Source: an optimization exercise on an open RTL-to-GDS flow (aim: small area, a short achievable clock period and few clock cycles). Production flows keep margins and buffers that such runs may drop. Only simulation tests tie the RTL to the original design; equivalence was not proved. Power is estimated from default activity; no workload was simulated.

<file path="design/flow/design.v">
module CHIP(
    clk,
    rst_n,
    mem_wen_D,
    mem_addr_D,
    mem_wdata_D,
    mem_rdata_D,
    mem_addr_I,
    mem_rdata_I);
    input         clk, rst_n ;
    output        mem_wen_D  ;
    output [31:0] mem_addr_D ;
    output [31:0] mem_wdata_D;
    input  [31:0] mem_rdata_D;
    output [31:0] mem_addr_I ;
    input  [31:0] mem_rdata_I;
    genvar gi;
    integer i;
    reg  [31:0] pc;              
    reg  [31:0] ea, eb;          
    reg  [31:0] ec;              
    reg  [ 4:0] e_rd;
    reg         e_we, e_ld, e_st, e_br, e_pred, e_jalr, e_mul;
    reg         e_sub, e_slt, e_sll, e_srl, e_selc;
    reg  [ 1:0] e_bf;            
    reg  [ 2:0] mcnt;            
    reg  [31:0] acc_s, acc_c;    
    reg  [31:0] m_res, m_sd;
    reg  [ 4:0] m_rd;
    reg         m_we, m_ld, m_st;
    reg  [31:0] rf [1:31];
    reg  [31:1] vld;
    wire [31:0] m_wb = m_ld ? mem_rdata_D : m_res;
    assign mem_wen_D   = m_st;
    assign mem_addr_D  = m_res;
    assign mem_wdata_D = m_sd;
    assign mem_addr_I  = pc;
    generate
        for (gi = 1; gi < 32; gi = gi + 1) begin : g_rf
            always @(posedge clk) begin
                if (m_we && m_rd == gi) rf[gi] <= m_wb;
            end
            always @(posedge clk or negedge rst_n) begin
                if (!rst_n) vld[gi] <= 1'b0;
                else if (m_we && m_rd == gi) vld[gi] <= 1'b1;
            end
        end
    endgenerate
    wire [31:0] ebx  = e_sub ? ~eb : eb;
    wire [31:0] sum  = ea + ebx + {31'd0, e_sub};
    wire        lt   = (ea[31] ^ eb[31]) ? ea[31] : sum[31];
    wire        eq   = (ea == eb);
    reg         taken;
    always @(*) begin
        case (e_bf)
            2'b00: taken = eq;
            2'b01: taken = ~eq;
            2'b10: taken = lt;
            default: taken = ~lt;
        endcase
    end
    wire        redir_br = e_br & (taken ^ e_pred);
    wire        redir    = redir_br | e_jalr;
    wire [31:0] redir_pc = e_jalr ? sum : ec;
    wire [31:0] ear, shr, shr_r;
    generate
        for (gi = 0; gi < 32; gi = gi + 1) begin : g_rev
            assign ear[gi]   = ea[31-gi];
            assign shr_r[gi] = shr[31-gi];
        end
    endgenerate
    assign shr = (e_sll ? ear : ea) >> eb[4:0];
    wire [7:0]  dig    = eb[31:24];
    wire        mfirst = (mcnt == 3'd0);
    wire        mcpa   = mcnt[2];
    reg  [31:0] row [0:9];
    always @(*) begin
        for (i = 0; i < 8; i = i + 1)
            row[i] = dig[i] ? (ea << i) : 32'd0;
        row[8] = mfirst ? 32'd0 : {acc_s[23:0], 8'd0};
        row[9] = mfirst ? 32'd0 : {acc_c[23:0], 8'd0};
    end
    function [63:0] csa;         
        input [31:0] x, y, z;
        begin
            csa[31:0]  = x ^ y ^ z;
            csa[63:32] = {((x[30:0] & y[30:0]) | (x[30:0] & z[30:0]) | (y[30:0] & z[30:0])), 1'b0};
        end
    endfunction
    wire [63:0] l1a = csa(row[0], row[1], row[2]);
    wire [63:0] l1b = csa(row[3], row[4], row[5]);
    wire [63:0] l1c = csa(row[6], row[7], row[8]);
    wire [63:0] l2a = csa(l1a[31:0], l1a[63:32], l1b[31:0]);
    wire [63:0] l2b = csa(l1b[63:32], l1c[31:0], l1c[63:32]);
    wire [63:0] l3a = csa(l2a[31:0], l2a[63:32], l2b[31:0]);
    wire [63:0] l4a = csa(l3a[31:0], l3a[63:32], l2b[63:32]);
    wire [63:0] l5a = csa(l4a[31:0], l4a[63:32], row[9]);
    wire [31:0] mprod = acc_s + acc_c;
    wire        mbusy = e_mul & ~mcpa;       
    reg  [31:0] e_res;
    always @(*) begin
        if (e_selc)      e_res = ec;
        else if (e_slt)  e_res = {31'd0, lt};
        else if (e_sll)  e_res = shr_r;
        else if (e_srl)  e_res = shr;
        else if (e_mul)  e_res = mprod;
        else             e_res = sum;
    end
    wire [31:0] ins = mem_rdata_I;
    wire [4:0]  op  = ins[6:2];
    wire [2:0]  f3  = ins[14:12];
    wire [4:0]  rs1 = ins[19:15];
    wire [4:0]  rs2 = ins[24:20];
    wire [4:0]  rd  = ins[11:7];
    wire is_lui   = (op == 5'b01101);
    wire is_auipc = (op == 5'b00101);
    wire is_jal   = (op == 5'b11011);
    wire is_jalr  = (op == 5'b11001);
    wire is_br    = (op == 5'b11000);
    wire is_ld    = (op == 5'b00000);
    wire is_st    = (op == 5'b01000);
    wire is_opi   = (op == 5'b00100);
    wire is_op    = (op == 5'b01100);
    wire is_mul   = is_op & ins[25];
    wire is_sub   = is_op & ins[30];
    wire is_slti  = is_opi & (f3 == 3'b010);
    wire is_slli  = is_opi & (f3 == 3'b001);
    wire is_srli  = is_opi & (f3 == 3'b101);
    wire use1 = ~(is_lui | is_auipc | is_jal);
    wire use2 = is_op | is_br | is_st;
    wire [31:0] imm_i = {{20{ins[31]}}, ins[31:20]};
    wire [31:0] imm_s = {{20{ins[31]}}, ins[31:25], ins[11:7]};
    wire [31:0] imm_b = {{19{ins[31]}}, ins[31], ins[7], ins[30:25], ins[11:8], 1'b0};
    wire [31:0] imm_u = {ins[31:12], 12'd0};
    wire [31:0] imm_j = {{11{ins[31]}}, ins[31], ins[19:12], ins[20], ins[30:21], 1'b0};
    wire efw  = e_we & ~e_ld;
    wire e1   = efw  && (e_rd == rs1) && use1;
    wire e2   = efw  && (e_rd == rs2);
    wire m1   = m_we && (m_rd == rs1) && use1 && !e1;
    wire m2   = m_we && (m_rd == rs2) && !e2;
    wire f1   = e1 | m1 | ~use1;
    wire f2   = e2 | m2;
    reg  [31:0] rv1, rv2;
    always @(*) begin
        rv1 = (e1 ? e_res : 32'd0) | (m1 ? m_wb : 32'd0);
        rv2 = (e2 ? e_res : 32'd0) | (m2 ? m_wb : 32'd0);
        for (i = 1; i < 32; i = i + 1) begin
            rv1 = rv1 | (((rs1 == i) && vld[i] && !f1) ? rf[i] : 32'd0);
            rv2 = rv2 | (((rs2 == i) && vld[i] && !f2) ? rf[i] : 32'd0);
        end
        rv1 = rv1 | (((rs1 == 5'd2) && !vld[2] && !f1) ? 32'hBFFFFFF0 : 32'd0)
                  | (((rs1 == 5'd3) && !vld[3] && !f1) ? 32'h10008000 : 32'd0);
        rv2 = rv2 | (((rs2 == 5'd2) && !vld[2] && !f2) ? 32'hBFFFFFF0 : 32'd0)
                  | (((rs2 == 5'd3) && !vld[3] && !f2) ? 32'h10008000 : 32'd0);
    end
    wire luse = e_ld && e_we && ((use1 && e_rd == rs1) || (use2 && e_rd == rs2));
    wire [31:0] pc4  = pc + 32'd4;
    wire [31:0] tgt  = pc + (is_jal ? imm_j : is_br ? imm_b : imm_u);
    wire        pred = is_jal | (is_br & ins[31]);
    wire [31:0] npc  = pred ? tgt : pc4;
    wire [31:0] alt  = ((is_br & ~ins[31]) | is_auipc) ? tgt : pc4;
    wire [31:0] ea_n = rv1;
    wire [31:0] eb_n = (is_op | is_br) ? rv2 : is_st ? imm_s : is_lui ? imm_u : imm_i;
    wire [31:0] ec_n = is_st ? rv2 : alt;
    wire hold_d = mbusy | luse;      
    always @(posedge clk or negedge rst_n) begin
        if (!rst_n) begin
            pc <= 32'h00010000;
        end else if (redir) begin
            pc <= redir_pc;
        end else if (!hold_d) begin
            pc <= npc;
        end
    end
    always @(posedge clk or negedge rst_n) begin
        if (!rst_n) begin
            e_we <= 1'b0; e_ld <= 1'b0; e_st <= 1'b0; e_br <= 1'b0;
            e_jalr <= 1'b0; e_mul <= 1'b0; mcnt <= 3'd0;
            e_rd <= 5'd0; e_pred <= 1'b0; e_sub <= 1'b0; e_slt <= 1'b0;
            e_sll <= 1'b0; e_srl <= 1'b0; e_selc <= 1'b0; e_bf <= 2'b00;
        end else if (mbusy) begin
            mcnt <= mcnt + 3'd1;
        end else if (redir | luse) begin
            e_we <= 1'b0; e_ld <= 1'b0; e_st <= 1'b0; e_br <= 1'b0;
            e_jalr <= 1'b0; e_mul <= 1'b0; mcnt <= 3'd0;
            e_selc <= 1'b0; e_slt <= 1'b0; e_sll <= 1'b0; e_srl <= 1'b0;
        end else begin
            e_we   <= (rd != 5'd0) & ~(is_br | is_st);
            e_ld   <= is_ld;
            e_st   <= is_st;
            e_br   <= is_br;
            e_jalr <= is_jalr;
            e_mul  <= is_mul;
            mcnt   <= 3'd0;
            e_rd   <= rd;
            e_pred <= ins[31];
            e_sub  <= is_sub | is_slti | is_br;
            e_slt  <= is_slti;
            e_sll  <= is_slli;
            e_srl  <= is_srli;
            e_selc <= is_jal | is_jalr | is_auipc;
            e_bf   <= {f3[2], f3[0]};
        end
    end
    always @(posedge clk) begin
        if (mbusy) begin
            eb    <= {eb[23:0], 8'd0};
            acc_s <= l5a[31:0];
            acc_c <= l5a[63:32];
        end else begin
            ea <= ea_n;
            eb <= eb_n;
            ec <= ec_n;
        end
    end
    always @(posedge clk or negedge rst_n) begin
        if (!rst_n) begin
            m_we <= 1'b0; m_ld <= 1'b0; m_st <= 1'b0; m_rd <= 5'd0;
        end else begin
            m_we <= e_we & ~mbusy;
            m_ld <= e_ld;
            m_st <= e_st;
            m_rd <= e_rd;
        end
    end
    always @(posedge clk) begin
        m_res <= e_res;
        m_sd  <= ec;
    end
endmodule
</file>
<file path="design/flow/run.sh">
#!/bin/bash
# synth_recipe.tcl (not shown) runs the flow's synth.tcl, then flattens the netlist and writes it again
# the make line also repeats each setting of config.mk as NAME=value (left out here)
make -C /OpenROAD-flow-scripts/flow DESIGN_CONFIG=/design/flow/config.mk WORK_HOME=/design/flow/orfs CLKGATE_MAP_FILE= SYNTH_SCRIPT=/design/flow/synth_recipe.tcl finish
</file>
<file path="design/flow/config.mk">
export PLATFORM = sky130hd
export DESIGN_NAME = CHIP
export DESIGN_NICKNAME = CHIP
export VERILOG_FILES = /design/flow/design.v
export SDC_FILE = /design/flow/constraint.sdc
export NUM_CORES = 8
export LEC_CHECK = 0
export CAP_MARGIN = 20
export CORE_MARGIN = 2
export CORE_UTILIZATION = 40
export PLACE_DENSITY = 0.6
export SETUP_SLACK_MARGIN = 5
export SLEW_MARGIN = 20
</file>
<file path="design/flow/constraint.sdc">
create_clock -name core_clock -period 10.0 [get_ports {clk}]
set_input_delay 2.0000 -clock core_clock [delete_from_list [all_inputs] [get_ports {clk}]]
set_output_delay 2.0000 -clock core_clock [all_outputs]
set_load 0.01 [all_outputs]
</file>
==> results.py <==
metrics = {
    "run_status": {
        "status": "complete, but fails checks",
        "so_faults": "max-capacitance violations, max-slew violations",
    },
    "detailed_routing": {
        "finalWirelength_mm": 420,
        "drtIter0Drc": 16900,
        "drtAntennaViolNets": 0,
        "wl_per_cell_um": 47.2,
        "via_count": 68200,
        "via_per_inst": 7.68,
        "first_pass_iters": 13,
        "drc": 0,
    },
    "floorplan": {
        "die_y_um": 427,
        "start_util_pct": 40.2,
        "boundaryPins": 163,
        "rows": 155,
        "chipWidth_um": 427,
        "core-area_um2": 178000,
        "die_area_um2": 182000,
    },
    "clock_network": {
        "clockRootBuffer": "clkbuf_16",
        "postCtsHoldBufs": 0,
        "clock_latency_ns": 0.86,
        "clkSlewWorstSetupHoldPaths_ns": 0.06,
        "clock_sink_count": 1303,
        "htree_levels": 4,
        "cts_buffer_depth": 3,
        "cts_made_buffers": 142,
        "cts_tree": "done",
    },
    "worst_setup_path": {
        "cp-end-kind": "flop",
        "cp-start-kind": "input port",
        "reg2reg_slack_ns": 4.76,
        "r2r-end": "ea[13]",
        "required_ns": 10.70,
        "critPathArrivalTime_ns": 6.03,
        "cp_cell_sequence": "clkbuf_4 > buf_12 > buf_12 > or3b_2 > or4_1 > nand2_1 > a221oi_1 > a21oi_1 > a31oi_1 > o21ai_0 > a211o_1 > a21o_1",
        "path_class": "in2reg",
        "cp_max_fo": 9,
        "cp_slowest_cell": "or3b_2",
        "r2r-start": "e_sub",
        "max_stage_delay_ns": 0.74,
        "rr_worst_depth": 14,
        "critPathMostFrequentCell": "buf_12",
    },
    "min_path": {
        "hold_path.startpoint": "e_st",
        "hold_end": "m_st",
        "holdPathStages": 0,
        "holdCritPathClass": "reg2reg",
    },
    "timing": {
        "finalWorstSetupSlack_ns": 4.67,
        "period_minus_slack_ns": 5.33,
        "max_slew_margin_pct": -0.620,
        "tightest_slew_ns": 1.51,
        "fin_skew_ns": 0.0864,
        "finalSetupTns_ns": 0,
        "drv_slew": 12,
        "max_freq_ghz": 0.188,
        "rsz0062_at_grt": "yes",
        "hold_violations": 0,
        "setup_violations": 0,
        "finalCritPeriodShare_pct": 53.3,
    },
    "pwr": {
        "p_per_area_nw_per_um2": 393,
        "leakage_uw": 0.0303,
        "vdd_drop_max_mv": 0.252,
    },
    "final_layout": {
        "area_growth_syn_to_layout_pct": 19.3,
        "postLayoutCoreUtil_pct": 47.9,
        "final_area_um2": 85400,
        "drive_gt1_share_pct": 16.6,
        "nets": 6740,
    },
    "grt": {
        "grt_pass1_vias": 62100,
        "grt_start_max_net_pins": 73,
        "grt_usage_pct": 44.4,
        "overflow": 0,
        "antenna_found_initial": 60,
        "grt_pass1_wl_mm": 547,
    },
    "yosys": {
        "postSynthAreaPerCell_um2": 11.8,
        "syn_nets": 6461,
        "yosysTopAreaCell": "edfxtp_1",
        "synth_cells": 6084,
        "ys_ff_latch": 1303,
        "netlist_area_um2": 71600,
        "ys_types": 109,
        "synth_warnings": 3,
        "synth.area.top_cells": "edfxtp_1 47%, fa_1 5.6%, a22oi_1 4.3%",
        "synth_flop_cell": "edfxtp_1",
        "yosysTopAreaCellShare_pct": 46.7,
        "async_reset_ff_share_pct": 7.14,
        "ys_seq_area_share_pct": 52.7,
        "synth-edff-count": 1114,
    },
    "placement": {
        "place_area_um2": 77300,
        "dp_slack_ns": 2.28,
        "dp_hpwl_mm": 259,
        "io_buffer_count": 160,
        "gp_congestion": 1.05,
    },
    "job": {
        "cap_viol_max_count": 1,
    },
}
==> worst max path at each step <==
stage,from,cells past startpoint,slack (ns),to
3_3_place_gp,mem_rdata_I[20],13,2.30,ec[25]
4_1_cts,e_sub,14,4.94,eb[25]
3_5_place_dp,mem_rdata_I[20],13,2.28,ec[25]
2_1_floorplan,mem_rdata_I[22],17,4.85,ec[20]
5_1_grt,mem_rdata_I[24],12,4.95,ec[7]
6_report,mem_rdata_I[24],12,4.67,ec[7]
==> timing repair <==
action	in CTS	in global routing
buffers inserted	90	47
gates resized for setup	275	133
setup endpoints to repair	151	127
pin swaps	50	43
gates cloned	8	6
==> Yosys cell counts (42+ instances only) <==
cell type and count:
a211oi_1 61, clkbuf_1 338, a222oi_1 86, mux4_2 43, mux2_2 48, inv_1 225, a21o_1 84, mux2i_1 57
dfxtp_1 96, buf_1 42, nor2_1 270, xnor2_1 107, nor3_1 85, buf_2 59, nand4_1 170, and2_1 218
or2_2 44, fa_1 199, dfrtp_1 92, a21oi_1 233, ha_1 112, nand3_1 146, nand2_1 461, and3_1 44
a221oi_1 202, edfxtp_1 1114, a22o_1 163, o21ai_0 185, xor2_1 80, a22oi_1 406
==> through the flow <==
stage,power [uW],hold WS [ns],instances
floorplan,18700,0.348,6084
global placement,26400,0.363,8421
detailed placement,26600,0.367,8422
CTS,32700,0.392,8784
global route,34800,0.406,8856
finish,33600,0.388,8888
==> cell usage in the layout, fill, tap and decap left out, types with 195 or more instances in the layout <==
cell type  instances
a21oi_1          226
a221oi_1         195
a22oi_1          403
and2_1           214
buf_4            311
edfxtp_1        1114
fa_1             198
inv_1            224
nand2_1          458
nor2_1           211
==> worst max-delay path, delay by kind of cell <==
family	cells	cell delay [ns]
compound gates	6	1.45
buf+inv	3	0.52
simple gates	3	2.02
==> flip-flops by register name, summed over array words and instances, names as in the netlist, 2 cells and up <==
name	count
acc_c	26
acc_s	32
e_bf	2
e_rd	5
ea	32
eb	32
ec	32
m_rd	5
m_res	32
m_sd	32
mcnt	3
pc	32
rf	992
vld	31
==> cell type report <==
class / instances / area (um2)
inverters: 229 / 861
fillers: 16100 / 92800
clock inverters: 82 / 1070
multi-input cells: 4104 / 33000
well taps: 2355 / 2950
flip-flops and latches: 1303 / 37700
repair buffers: 583 / 5870
diodes: 50 / 125
clock buffers: 182 / 3850
==> power by group <==
group	leakage, uW	internal [uW]	switching [uW]
Clock	0.00239	3190	2450
Combinational	0.0159	6360	12100
Sequential	0.0120	8140	1390
==> routing by layer <==
layer / vias up / wire (um) / global-route usage (%)
met1: 33500 / 137000 / 51.2
met4: 68 / 46400 / 34.9
met3: 2608 / 72800 / 23.5
li1: 24400 / - / -
met5: - / 1220 / 4.37
met2: 7622 / 162000 / 60.8
==> cells by family (layout without fill, tap and decap cells) <==
group | Yosys count | after routing | synth area share [%]
AOI/OAI and AO/OA | 1813 | 1813 | 18.9
and+or+nand+nor | 1629 | 1632 | 11.6
DFF | 1303 | 1303 | 52.7
buffers and inverters | 680 | 1076 | 3.78
adders and majority gates | 311 | 311 | 7.52
xor gates and xnor gates | 187 | 187 | 2.29
muxes | 161 | 161 | 3.24
other | 0 | 50 | 0
Testbench counts, summed over its fixed seeds: cycles 23,660.

==> static timing again, ports no longer ideal <==
The results above use ideal ports. As a check the final layout listed here was re-extracted and re-timed, cells and wires unchanged.
Step 1: set_driving_cell puts a clkbuf_16 on clk and a buf_2 on each other input, an assumption about the parent block.
Step 2 also shifts input and output timing later by t, the mid clock arrival at the registers, as if the neighbouring blocks saw the same clock.
a / b / c = no drivers / after step 1 / after step 2; a / b = the first two.
t (ns): 0.920
setup slack, ns: 4.670 / 4.743 / 3.822
clock arrival spread, ns: 0.093 / 0.093
The setup slack of this run moves by +0.073 ns with the drivers and by -0.848 ns with both steps.
